This is an optimization exercise on Yosys and OpenROAD, whose aim is small area, not a production implementation.
In this exercise RTL edits were held to simulation tests only and were not proved equivalent to the original.
In every run shown here, the design's own scripts or RTL, not TritonCTS, make the clock network.
The clock port is modelled as an ideal driver, which makes a skipped or thinned clock tree look cheaper than it is; a real chip needs a root buffer or a tree.
Power figures rest on the tool's default switching activity, not on a simulated workload.

===== flow/design.v =====
`timescale 1ns / 1ps
module my_calculator(
    input plus,
    input minus,
    input equal,
    input clk,
    input num_0,
    input num_1,
    input reset,
    output [7:0] duan1,
    output [7:0] duan2,
    output [7:0] led_bits
    );
    reg [12:0] ph;
    reg [2:0]  p;
    reg [9:0]  deb;
    reg [4:0]  cnt;        
    reg        f4;         
    reg [3:0]  fr;         
    reg [1:0]  op;         
    reg        error;
    reg [3:0]  firstn;
    reg [3:0]  secondn;    
    reg [3:0]  show1;      
    reg        led_v;
    reg [2:0]  led_i;      
    wire key = num_0 | num_1;
    wire dz = ~|deb[8:0];
    wire sample = dz & deb[9];
    wire dload = dz & ~deb[9] & key;
    wire pz = ~|ph[11:0];
    wire pt = ph[12] & pz;
    wire enter = sample & key;
    wire bitv = ~num_0;
    wire lo = (cnt[4:2] == 3'b000);
    wire hi = (cnt[4:2] == 3'b001);
    wire [7:0] fl = {f4 | (|cnt[1:0]), f4 | cnt[1], f4 | (&cnt[1:0]), f4, fr};
    wire fp = fl[p];
    wire sub = op[1];
    wire [3:0] bb = secondn ^ {4{sub}};
    wire [4:0] c;
    wire [3:0] r;
    assign c[0] = sub;
    genvar gi;
    generate
        for (gi = 0; gi < 4; gi = gi + 1) begin : g_add
            assign r[gi] = firstn[gi] ^ bb[gi] ^ c[gi];
            assign c[gi+1] = (firstn[gi] & bb[gi]) | (c[gi] & (firstn[gi] ^ bb[gi]));
        end
    endgenerate
    wire ovf = c[4] ^ sub;
    wire eq = ~plus & ~minus & equal;
    wire calc = eq & (|op);
    wire ok = calc & ~ovf;
    wire bad = calc & ovf;
    always @(posedge clk or posedge reset)
        if (reset) begin
            ph <= 13'd0;
            p <= 3'd0;
            deb <= 10'd0;
        end else begin
            ph <= {ph[11:0], ph[12] ^ ph[4] ^ ph[1] ^ ph[0] ^ pz};
            p <= p ^ {pt & p[1] & p[0], pt & p[0], pt};
            deb <= {deb[8:0], deb[6] ^ (deb[9] & ~dz)} | {1'b0, dload, 5'd0, dload, dload, 1'b0};
        end
    always @(posedge clk or posedge reset)
        if (reset) begin
            led_v <= 1'b0;
        end else if (fp) begin
            led_v <= 1'b1;
        end
    always @(posedge clk)
        if (fp)
            led_i <= p;
    always @(posedge clk or posedge reset)
        if (reset) begin
            cnt <= 5'd0;
            f4 <= 1'b0;
            fr <= 4'd0;
            op <= 2'd0;
            error <= 1'b0;
            firstn <= 4'd0;
            secondn <= 4'd0;
        end else begin
            if (plus)
                op <= 2'b01;
            else if (minus)
                op <= 2'b10;
            else if (equal)
                op <= 2'b00;
            if (bad)
                error <= 1'b1;
            if (calc | (enter & lo & (&cnt[1:0])))
                f4 <= 1'b1;
            if (bad)
                fr <= 4'b1111;
            else if (ok)
                fr <= 4'b0000;
            if (enter) begin
                cnt <= cnt ^ {&cnt[3:0], &cnt[2:0], &cnt[1:0], cnt[0], 1'b1};
                if (lo)
                    firstn[~cnt[1:0]] <= bitv;
                if (hi) begin
                    secondn[~cnt[1:0]] <= bitv;
                    fr[~cnt[1:0]] <= 1'b1;
                end
            end
        end
    always @(posedge clk) begin
        if (ok)
            show1 <= r;
        if (enter & lo)
            show1[~cnt[1:0]] <= bitv;
    end
    wire num1 = led_v & led_i[2] & show1[led_i[1:0]];
    wire num2 = led_v & ~led_i[2] & secondn[led_i[1:0]];
    assign led_bits = led_v ? (8'd1 << led_i) : 8'd0;
    assign duan1 = error ? 8'b01001111 : {op[0], num1 ? 7'b0110000 : 7'b1111110};
    assign duan2 = error ? 8'b01001111 : {op[1], num2 ? 7'b0110000 : 7'b1111110};
endmodule

===== flow/flow/run.sh =====
#!/bin/bash
# Standard ORFS layout (the standard.sh), with changes only to how logic
# is mapped, what gets inserted and how cells are sized:
#  - synthesis is synth_recipe.tcl unchanged except that ABC maps the logic
#    with an area-oriented script (flow/area.abc: SAT-based resynthesis, then area-recovering mapping) instead of the speed script,
#    and adders are left to ABC (no ADDER_MAP_FILE); flip-flops are mapped
#    exactly as in the standard synthesis;
#  - after floorplan, each cell is swapped for the smallest drive strength of
#    its family (flow/downsize.tcl); the later repair steps upsize as needed;
#  - ports are buffered with buf_1 instead of the resizer's default pick;
#  - after CTS, the clock tree is replaced by a few clock buffers (fed by the clock port) driving all
#    flip-flops (flow/clock1.tcl); the design has few flip-flops.
# Each tool's full output is kept in flow_standard.log in this folder (and
# ORFS's own per-step logs are copied to flow_orfs_logs/).
set -euo pipefail
HERE=$(pwd)
export POST_FLOORPLAN_TCL="$HERE/flow/downsize.tcl"
export POST_CTS_TCL="$HERE/flow/clock1.tcl"
export CLOCK1_BUF=${CLOCK1_BUF:-sky130_fd_sc_hd__clkbuf_8}
export CLOCK1_N=${CLOCK1_N:-3}
export BUFFER_PORTS_ARGS="-buffer_cell sky130_fd_sc_hd__buf_1"
export CTS_ARGS="-sink_clustering_enable -repair_clock_nets -dont_use_dummy_load"
{ head -n 1 synth_recipe.tcl
  echo 'proc abc {args} { set i [lsearch $args -script]; if {$i >= 0} { lset args [expr {$i + 1}] $::env(AREA_ABC_SCRIPT) }; puts "abc with [lindex $args [expr {$i + 1}]]"; yosys abc {*}$args }'
  tail -n +2 synth_recipe.tcl; } > area_synth.tcl
export AREA_ABC_SCRIPT="$HERE/flow/area.abc"
bash standard.sh SYNTH_SCRIPT="$HERE/area_synth.tcl" ADDER_MAP_FILE= finish > flow_standard.log 2>&1 || { cp -r orfs/logs flow_orfs_logs 2>/dev/null; exit 1; }
cp -r orfs/logs flow_orfs_logs 2>/dev/null || true

===== flow/flow/area.abc =====
&get -n
&st
&deepsyn -T 60
&dch -f
&nf -R 1000 -F 4 -A 4 -E 4
&put

===== flow/flow/clock1.tcl =====
set block [ord::get_db_block]
set db [ord::get_db]
set clk_port_net [[$block findBTerm clk] getNet]
set bufcell $::env(CLOCK1_BUF)
set K $::env(CLOCK1_N)

# the buffers CTS inserted (and any dummy loads)
set old {}
foreach inst [$block getInsts] {
  set nm [$inst getName]
  if {[string match clkbuf_* $nm] || [string match clkload* $nm]} {
    lappend old $inst
  }
}
set old_nets {}
foreach inst $old {
  foreach it [$inst getITerms] {
    set n [$it getNet]
    if {$n ne "NULL" && [$n getName] ne [$clk_port_net getName]} { lappend old_nets $n }
  }
}

# flip-flop clock pins and their positions
set pins {}
foreach inst [$block getInsts] {
  set it [$inst findITerm CLK]
  if {$it eq "NULL"} { continue }
  set bb [$inst getBBox]
  lappend pins [list $it [expr {([$bb xMin] + [$bb xMax]) / 2.0}] [expr {([$bb yMin] + [$bb yMax]) / 2.0}]]
}
set pins [lsort -real -index 1 $pins]
set n [llength $pins]
# initial centres: spread along x, then k-means
for {set k 0} {$k < $K} {incr k} {
  set p [lindex $pins [expr {int(($k + 0.5) * $n / $K)}]]
  set cx($k) [lindex $p 1]; set cy($k) [lindex $p 2]
}
# balanced k-means: each buffer gets at most ceil(n/K) pins; pins whose
# nearest and second-nearest centres differ most choose first
set cap [expr {($n + $K - 1) / $K}]
for {set iter 0} {$iter < 30} {incr iter} {
  set order {}
  set i 0
  foreach p $pins {
    set ds {}
    for {set k 0} {$k < $K} {incr k} {
      lappend ds [list $k [expr {abs([lindex $p 1] - $cx($k)) + abs([lindex $p 2] - $cy($k))}]]
    }
    set ds [lsort -real -index 1 $ds]
    set regret [expr {$K > 1 ? [lindex $ds 1 1] - [lindex $ds 0 1] : 0}]
    set dl($i) $ds
    lappend order [list $i $regret]
    incr i
  }
  for {set k 0} {$k < $K} {incr k} { set sx($k) 0.0; set sy($k) 0.0; set sn($k) 0 }
  foreach o [lsort -real -decreasing -index 1 $order] {
    set i [lindex $o 0]
    foreach kd $dl($i) {
      set k [lindex $kd 0]
      if {$sn($k) < $cap} { break }
    }
    set asg($i) $k
    set p [lindex $pins $i]
    set sx($k) [expr {$sx($k) + [lindex $p 1]}]
    set sy($k) [expr {$sy($k) + [lindex $p 2]}]
    incr sn($k)
  }
  for {set k 0} {$k < $K} {incr k} {
    if {$sn($k) > 0} { set cx($k) [expr {$sx($k) / $sn($k)}]; set cy($k) [expr {$sy($k) / $sn($k)}] }
  }
}
for {set k 0} {$k < $K} {incr k} {
  set net($k) [odb::dbNet_create $block clk_root_$k]
  $net($k) setSigType CLOCK
}
set i 0
foreach p $pins {
  set it [lindex $p 0]
  $it disconnect
  $it connect $net($asg($i))
  incr i
}
foreach inst $old { odb::dbInst_destroy $inst }
foreach nn [lsort -unique $old_nets] {
  if {[llength [$nn getITerms]] == 0} { odb::dbNet_destroy $nn }
}
for {set k 0} {$k < $K} {incr k} {
  set buf [odb::dbInst_create $block [$db findMaster $bufcell] clkbuf_root_$k]
  [$buf findITerm A] connect $clk_port_net
  [$buf findITerm X] connect $net($k)
  $buf setLocation [expr {int($cx($k))}] [expr {int($cy($k))}]
  $buf setPlacementStatus PLACED
  puts "clock1: buffer $k drives $sn($k) clock pins"
}
puts "clock1: $n clock pins on $K $bufcell, removed [llength $old] CTS cells"
detailed_placement
check_placement -verbose
estimate_parasitics -placement
report_clock_skew
report_check_types -max_slew -max_capacitance -violators

===== flow/flow/downsize.tcl =====
# Swap every cell for the smallest-area member of its own family (same
# function and pins, only the drive strength differs). Timing has several ns
# of slack at this clock; later repair steps upsize again where needed.
set n 0
set saved 0.0
foreach inst [get_cells *] {
  set master [get_property $inst ref_name]
  if {![regexp {^(sky130_fd_sc_hd__[a-z0-9]+)_([0-9]+)$} $master -> base size]} { continue }
  set cur [get_lib_cells $master]
  if {[llength $cur] == 0} { continue }
  set best $master
  set best_area [get_property [lindex $cur 0] area]
  foreach lc [get_lib_cells ${base}_*] {
    set name [get_property $lc name]
    if {![regexp "^${base}_\[0-9\]+\$" $name]} { continue }
    set a [get_property $lc area]
    if {$a < $best_area - 1e-6} {
      set best $name
      set best_area $a
    }
  }
  if {$best ne $master} {
    set saved [expr {$saved + [get_property [lindex $cur 0] area] - $best_area}]
    replace_cell $inst [lindex [get_lib_cells $best] 0]
    incr n
  }
}
puts "downsize: replaced $n cells, saved [format %.2f $saved] um2"

===== flow/standard.sh =====
#!/bin/bash
# synth_recipe.tcl (not shown) runs the flow's synth.tcl, then flattens the netlist and writes it again
# the make line also repeats each setting of config.mk as NAME=value (left out here)
make -C /OpenROAD-flow-scripts/flow DESIGN_CONFIG=/design/flow/config.mk WORK_HOME=/design/flow/orfs CLKGATE_MAP_FILE= SYNTH_SCRIPT=/design/flow/synth_recipe.tcl "${@:-finish}"

===== flow/config.mk =====
export PLATFORM = sky130hd
export DESIGN_NAME = my_calculator
export DESIGN_NICKNAME = my_calculator
export VERILOG_FILES = /design/flow/design.v
export SDC_FILE = /design/flow/constraint.sdc
export NUM_CORES = 4
export LEC_CHECK = 0
export CAP_MARGIN = 20
export CORE_MARGIN = 2
export CORE_UTILIZATION = 75
export SLEW_MARGIN = 20

===== flow/constraint.sdc =====
create_clock -name core_clock -period 10.0 [get_ports {clk}]
set_input_delay 2.0000 -clock core_clock [delete_from_list [all_inputs] [get_ports {clk}]]
set_output_delay 2.0000 -clock core_clock [all_outputs]
set_load 0.01 [all_outputs]

==> reports/metrics.csv, run 1 <==
metric,value,unit
Initial Util,0.767,
setup violators final,0,
share of flip-flops with an asynchronous set or reset,0.873,
Synth top area share,0.526,
Worst path top cell family by delay,simple AND/OR/NAND/NOR gates,
ordered list of cells on the worst path,"nand2b_1, o22a_1, o21ai_0, or4_1, buf_1",
GRT overflow,0,
Lkg Pwr,1.00,nW
reg-to-reg critical path endpoint,show1[3],
final setup margin,6.32,ns
post-synthesis sequential element count,55,
yosys warns,1,
switching share of power,0.225,
worst clock skew,0.0129,ns
half-perimeter wire length after detailed placement,3.10,mm
weighted congestion reported at the end of routability-driven placement,0.811,
Worst-Skew Late Latency,0.17,ns
Flop pwr share,0.718,
number of detailed-route iterations in the first pass,4,
worst min-delay path category,flop to flop,
wire length per cell after detailed routing,15.5,um
peak per-stage delay on the critical path,0.49,ns
register-to-register setup slack,7.36,ns
proportion of layout cells with a drive suffix above 1,0.0214,
setup repair after global routing missed its margin,no,
ratio of final minimum period to clock period,0.368,
placement-stage worst setup slack,6.18,ns
Final #Nets,243,
number of antenna violations at the first check in global routing,0,
final-report max-slew violation count,0,
maximum fanout encountered on the critical timing path,7,
Slowest cell on crit path,sky130_fd_sc_hd__edfxtp_1,
stages on the worst setup path,5,
Post-route DRC,0,
Psw,0.0828,mW
normalized max-slew margin,0.564,
Crit. Startpoint,led_i[0],
clock transition time at the flip-flop clock pins of the worst setup and hold paths,0.10,ns
summed instance area of the synthesized netlist,2280,um^2
shortest clock period the worst path allows after layout,3.68,ns
sequential-to-total area share from yosys stat,0.601,
clock sink total,55,
synthesized area per cell,10.8,um^2
cell depth of the worst flop-to-flop path,9,
number of vias after detailed routing,1590,
number of port buffers,30,
start-to-end type of the worst setup path,flop to output pin,
critical path endpoint,duan1[2],
worst supply voltage drop on vdd,0.115,mV
dominant synthesized flop cell,sky130_fd_sc_hd__dfrtp_1,
Final ANT Viol Nets,0,
number of enable-type register cells in the synthesized netlist,3,
first-pass GRT wire length,6.88,mm
Syn Inst Count,211,
launching element type of the critical path,flop,
final-layout setup total negative slack,0,ns
power per standard cell area,153,nW/um^2
Worst Path Arrival,1.68,ns
vias in the first global route,1563,
final WL,4.15,mm
Internal Pwr Total,0.285,mW
number of standard-cell rows in the floorplan,20,
Core Region,2980,um^2
capturing element type of the critical path,output pin,
part of the power in the clock network,0.217,
Worst Max-Slew Pin Slew,0.648,ns
Final Hold Violating Endpoints,0,
overall die area,3500,um^2
overall global routing resource usage,0.265,
via count normalized by instance count,5.96,
cell taking the most area after synthesis,sky130_fd_sc_hd__dfrtp_1,
Fmax achieved,0.272,GHz
antenna diode count,0,
total buffers and inverters traversed by the critical path,1,
largest net degree at the start of global routing,49,
Mapped Nets,218,
die extent in y,59.2,um
area added between synthesis and finish,5.26,%
Area contributors post-synth,"sky130_fd_sc_hd__dfrtp_1 53%, sky130_fd_sc_hd__xnor2_1 4.6%, sky130_fd_sc_hd__nand2_1 4.3%, sky130_fd_sc_hd__edfxtp_1 3.9%, sky130_fd_sc_hd__buf_4 3.6%",
CP Data Required Time,8.00,ns
ports placed on the boundary,31,
horizontal die dimension,59.2,um
run status,"complete, no violations",
reg-to-reg critical path startpoint,op[1],
First DRT Iteration DRCs,104,
relative contribution of combinational cells to total power,0.065,
max-cap violations,0,
number of distinct library cells after synthesis,33,
-- kinds of logic after synthesis --
| kind of cell | share of synthesized area |
|---|---|
| muxes | 0.0186 |
| buffers and inverters | 0.0460 |
| xor gates and xnor gates | 0.0690 |
| DFF | 0.601 |
| and+or+nand+nor | 0.180 |
| adders and majority gates | 0.00438 |
| AOI/OAI and AO/OA | 0.0816 |
-- cells in the final DEF (no fill, tap or decap) --
cell type                  Yosys  layout
sky130_fd_sc_hd__xnor2_1      12      12
sky130_fd_sc_hd__mux4_2        1       1
sky130_fd_sc_hd__and3_1        3       3
sky130_fd_sc_hd__buf_1         0      30
sky130_fd_sc_hd__nand2b_1      4       4
sky130_fd_sc_hd__nand3_1      10      10
sky130_fd_sc_hd__o22ai_1       1       1
sky130_fd_sc_hd__maj3_1        1       1
sky130_fd_sc_hd__a21oi_1       8       8
sky130_fd_sc_hd__clkbuf_8      0       3
sky130_fd_sc_hd__a31o_1        1       1
sky130_fd_sc_hd__o21ai_0      11      11
sky130_fd_sc_hd__or4_1         3       3
sky130_fd_sc_hd__nor4_1        5       5
sky130_fd_sc_hd__or2_0         4       4
sky130_fd_sc_hd__dfxtp_1       4       4
sky130_fd_sc_hd__nand4_1       1       1
sky130_fd_sc_hd__nor3b_1       1       1
sky130_fd_sc_hd__o221ai_1      1       1
sky130_fd_sc_hd__or3_1         1       1
sky130_fd_sc_hd__nor3_1        8       8
sky130_fd_sc_hd__nand2_1      26      26
sky130_fd_sc_hd__o22a_1        1       1
sky130_fd_sc_hd__o21bai_1      2       2
sky130_fd_sc_hd__dfrtp_1      48      48
sky130_fd_sc_hd__o211ai_1      3       3
sky130_fd_sc_hd__xor2_1        6       6
sky130_fd_sc_hd__nor2b_1       2       2
sky130_fd_sc_hd__clkinv_1      6       6
sky130_fd_sc_hd__a31oi_1       2       2
sky130_fd_sc_hd__mux2i_1       2       2
sky130_fd_sc_hd__edfxtp_1      3       3
sky130_fd_sc_hd__a41oi_1       1       1
sky130_fd_sc_hd__buf_4        11       1
sky130_fd_sc_hd__nor2_1       18      18
-- power by group through the flow --
stage	clock network (mW)	logic, mW	registers, mW
floorplan	0	0.0179	0.262
global placement	0	0.0223	0.266
detailed placement	0	0.0244	0.268
global route	0.0868	0.0278	0.267
finish	0.0797	0.0240	0.264
-- registers in the layout, indices dropped and copies added (netlist names) --
register	cells
cnt	5
deb	10
error	1
f4	1
firstn	4
fr	4
led_i	3
led_v	1
op	2
p	3
ph	13
secondn	4
show1	4
-- worst register-to-register path, stage by stage, from the launching register on --
cell and delay [ns]:
sky130_fd_sc_hd__dfrtp_1 0.50, sky130_fd_sc_hd__xor2_1 0.20, sky130_fd_sc_hd__and3_1 0.21, sky130_fd_sc_hd__o21bai_1 0.18
sky130_fd_sc_hd__maj3_1 0.37, sky130_fd_sc_hd__nor2_1 0.16, sky130_fd_sc_hd__o21ai_0 0.17, sky130_fd_sc_hd__nor2_1 0.37
sky130_fd_sc_hd__mux2i_1 0.24, sky130_fd_sc_hd__mux2i_1 0.09
-- cells in the mapped netlist (all sizes together) (4+ instances only) --
cell type  number
a21oi           8
or2             4
xor2            6
xnor2          12
nor4            5
nand2b          4
dfrtp          48
clkinv          6
nor3            8
buf            11
nand3          10
dfxtp           4
nor2           18
o21ai          11
nand2          26
-- final cells by class --
cell class / instances / area [um^2]
Buffer: 3 / 41.3
Timing Repair Buffer: 31 / 120
Sequential cell: 55 / 1370
Inverter: 6 / 22.5
Fill cell: 210 / 574
Tap cell: 33 / 41.3
Multi-Input combinational cell: 139 / 807
-- metrics by stage --
| step | hold WS (ns) | total power, mW | instance area, um^2 | utilization | std cells |
|---|---|---|---|---|---|
| 2_1_floorplan | 0.354 | 0.280 | 2280 | - | 211 |
| 3_3_place_gp | 0.362 | 0.288 | 2360 | 0.793 | 264 |
| 3_5_place_dp | 0.370 | 0.293 | 2360 | 0.793 | 264 |
| 5_1_grt | 0.406 | 0.382 | 2400 | 0.807 | 267 |
| 6_report | 0.391 | 0.368 | 2400 | 0.807 | 267 |
-- routing by layer --
| layer | share of wire | GRT usage | up-vias |
|---|---|---|---|
| met5 | 0 | 0 | - |
| met2 | 0.52 | 0.459 | 51 |
| met3 | 0.045 | 0.0502 | 7 |
| met4 | 0.015 | 0.0974 | 0 |
| met1 | 0.42 | 0.332 | 763 |
| li1 | - | - | 769 |
-- how the worst min path moves through the flow --
stage	start	to	slack, ns	depth (start not counted)
3_3_place_gp	deb[8]	deb[9]	0.36	0
3_5_place_dp	ph[11]	ph[12]	0.37	0
2_1_floorplan	deb[3]	deb[4]	0.35	0
5_1_grt	ph[11]	ph[12]	0.41	0
6_report	ph[11]	ph[12]	0.39	0
==> run 2: changes to the inputs <==
--- a/flow/config.mk
+++ b/flow/config.mk
@@ -9,3 +9,3 @@
 export CORE_MARGIN = 2
-export CORE_UTILIZATION = 75
+export CORE_UTILIZATION = 60
 export SLEW_MARGIN = 20
==> reports/metrics.csv, run 2 <==
metric,value,unit
run status,"complete, no violations",
number of instances on the worst hold path,0,
ratio of final minimum period to clock period,0.368,
Crit. Startpoint,led_i[0],
number of flip-flops in the largest register,13,
final-layout setup total negative slack,0,ns
Initial Util,0.624,
share of flip-flops with an asynchronous set or reset,0.873,
register-to-register setup slack,7.38,ns
number of standard-cell rows in the floorplan,22,
Core Region,3660,um^2
overall global routing resource usage,0.200,
ports placed on the boundary,31,
normalized max-slew margin,0.519,
number of vias after detailed routing,1560,
capturing element type of the critical path,output pin,
synthesized area per cell,10.8,um^2
half-perimeter wire length after detailed placement,2.83,mm
worst clock skew,0.0105,ns
first-pass GRT wire length,6.65,mm
Worst Path Arrival,1.68,ns
proportion of layout cells with a drive suffix above 1,0.0214,
Syn Inst Count,211,
cell depth of the worst flop-to-flop path,9,
most frequent cells in the layout,"48 x sky130_fd_sc_hd__dfrtp_1, 30 x sky130_fd_sc_hd__buf_1, 26 x sky130_fd_sc_hd__nand2_1, 18 x sky130_fd_sc_hd__nor2_1, 12 x sky130_fd_sc_hd__xnor2_1",
worst supply voltage drop on vdd,0.106,mV
Final ANT Viol Nets,0,
clock sink total,55,
met2 layer wire length in the routed design,1.92,mm
max-cap violations,0,
shortest clock period the worst path allows after layout,3.68,ns
reg-to-reg critical path endpoint,show1[3],
number of port buffers,30,
placement-stage worst setup slack,6.24,ns
summed instance area of the synthesized netlist,2280,um^2
Final Hold Violating Endpoints,0,
start-to-end type of the worst setup path,flop to output pin,
number of enable-type register cells in the synthesized netlist,3,
wire length per cell after detailed routing,13.9,um
biggest registers after layout,"ph x13, deb x10, cnt x5",
Slowest cell on crit path,sky130_fd_sc_hd__edfxtp_1,
die extent in y,65.7,um
launch instance of the worst min-delay path,ph[10],
power per standard cell area,151,nW/um^2
Met1 Wirelength,1.83,mm
via count normalized by instance count,5.53,
GRT overflow,0,
launching element type of the critical path,flop,
Lkg Pwr,1.00,nW
Worst-Skew Late Latency,0.16,ns
cell with the most instances after synthesis,sky130_fd_sc_hd__dfrtp_1,
largest reg by FF count,ph,
cell taking the most area after synthesis,sky130_fd_sc_hd__dfrtp_1,
area occupied by multi-input gates,807,um^2
final-report max-slew violation count,0,
ordered list of cells on the worst path,"nand2b_1, o22a_1, o21ai_0, or4_1, buf_1",
Fmax achieved,0.272,GHz
setup violators final,0,
peak per-stage delay on the critical path,0.49,ns
final setup margin,6.32,ns
horizontal die dimension,65.7,um
Synth top area share,0.526,
Post-route DRC,0,
overall die area,4320,um^2
most numerous cell types in the synthesized netlist,"48 x sky130_fd_sc_hd__dfrtp_1, 26 x sky130_fd_sc_hd__nand2_1, 18 x sky130_fd_sc_hd__nor2_1",
largest net degree at the start of global routing,49,
yosys warns,1,
antenna diode count,0,
CP Data Required Time,8.00,ns
vias in the first global route,1498,
maximum fanout encountered on the critical timing path,7,
worst min-delay path category,flop to flop,
Worst Max-Slew Pin Slew,0.715,ns
endpoint of the worst hold-timing path,ph[11],
number of detailed-route iterations in the first pass,4,
WL met3,161,um
area added between synthesis and finish,6.08,%
Area contributors post-synth,"sky130_fd_sc_hd__dfrtp_1 53%, sky130_fd_sc_hd__xnor2_1 4.6%, sky130_fd_sc_hd__nand2_1 4.3%, sky130_fd_sc_hd__edfxtp_1 3.9%, sky130_fd_sc_hd__buf_4 3.6%",
dominant synthesized flop cell,sky130_fd_sc_hd__dfrtp_1,
post-synthesis sequential element count,55,
"most common cell after layout, fill and taps aside",sky130_fd_sc_hd__dfrtp_1,
top routing layer in use,met4,
final WL,3.93,mm
FILL cells,300,
First DRT Iteration DRCs,107,
number of antenna violations at the first check in global routing,0,
sequential-to-total area share from yosys stat,0.601,
Mapped Nets,218,
clock transition time at the flip-flop clock pins of the worst setup and hold paths,0.11,ns
reg-to-reg critical path startpoint,op[1],
weighted congestion reported at the end of routability-driven placement,0.853,
number of distinct library cells after synthesis,33,
Final #Nets,243,
Register Area,1370,um^2
setup repair after global routing missed its margin,no,
## run 2: cell families after synthesis
family                     Yosys count  synth area share
AOI/OAI and AO/OA                   31            0.0816
xor gates and xnor gates            18            0.0690
adders and majority gates            1           0.00438
buffers and inverters               17            0.0460
DFF                                 55             0.601
muxes                                3            0.0186
and+or+nand+nor                     86             0.180
## run 2: where the power goes
part	switching (mW)	total, mW	internal [mW]	leakage, nW
Sequential	0.0156	0.262	0.247	0.662
Combinational	0.0133	0.0234	0.0101	0.317
Clock	0.0532	0.0811	0.0280	0.0216
Total	0.0820	0.367	0.285	1.00
## run 2: area by class of cell
class / count / share of cell area
Multi-Input combinational cell: 139 / 0.333
Timing Repair Buffer: 31 / 0.0496
Tap cell: 48 / 0.0248
Inverter: 6 / 0.00930
Sequential cell: 55 / 0.566
Buffer: 3 / 0.0170
## run 2: stage by stage
step                hold slack (ns)  instances  instance area (um^2)  power, mW  utilization
floorplan                     0.354        211                  2280      0.280            -
global placement              0.362        279                  2380      0.289        0.650
detailed placement            0.361        279                  2380      0.290        0.650
global route                  0.390        282                  2420      0.384        0.662
finish                        0.383        282                  2420      0.367        0.662
## run 2: how the worst max path moves through the flow
stage / endpoint / slack, ns / cells after the start
2_1_floorplan: duan1[2] / 6.55 / 5
3_3_place_gp: show1[3] / 6.39 / 6
3_5_place_dp: show1[0] / 6.24 / 7
5_1_grt: duan1[1] / 6.19 / 5
6_report: duan1[6] / 6.32 / 5
## run 2: routing by layer
| layer | GRT usage | up-vias |
|---|---|---|
| met5 | 0 | - |
| met2 | 0.338 | 33 |
| li1 | - | 769 |
| met4 | 0.0469 | 0 |
| met3 | 0.0394 | 2 |
| met1 | 0.267 | 756 |
## run 2: critical path, delay by kind of cell, from the launching register on
| kind | cells | cell delay (ns) |
|---|---|---|
| buf+inv | 1 | 0.16 |
| simple gates | 2 | 0.65 |
| flops | 1 | 0.49 |
| compound gates | 2 | 0.21 |

==> port drivers added, routing unchanged <==
The flow's constraints put no driver on any port. The routed layouts listed below were extracted and timed again, unchanged, in two steps. Step 1 sets driving cells, clkbuf_16 on the clock port and buf_2 on the other inputs (assumed; they add their load-dependent delay and slew). Step 2 moves the port delays by t, midway between the first and last clock arrival at a register: inputs arrive t later, outputs are due t later. That takes back most of the time a late clock gives input paths. a / b / c = no drivers / after step 1 / after step 2; a / b = the first two.
| run | t (ns) | setup WS [ns] | hold WS [ns] | worst slew at a driven data input, ns |
|---|---|---|---|---|
| run 1 | 0.203 | 6.320 / 6.277 / 6.159 | 0.391 / 0.391 / 0.391 | 0.03 |
| run 2 | 0.203 | 6.320 / 6.277 / 6.232 | 0.383 / 0.383 / 0.383 | 0.03 |
After both steps every run listed still meets setup and hold. The setup slack of run 1, which loses most, moves by -0.043 ns with the drivers and by -0.161 ns with both steps.
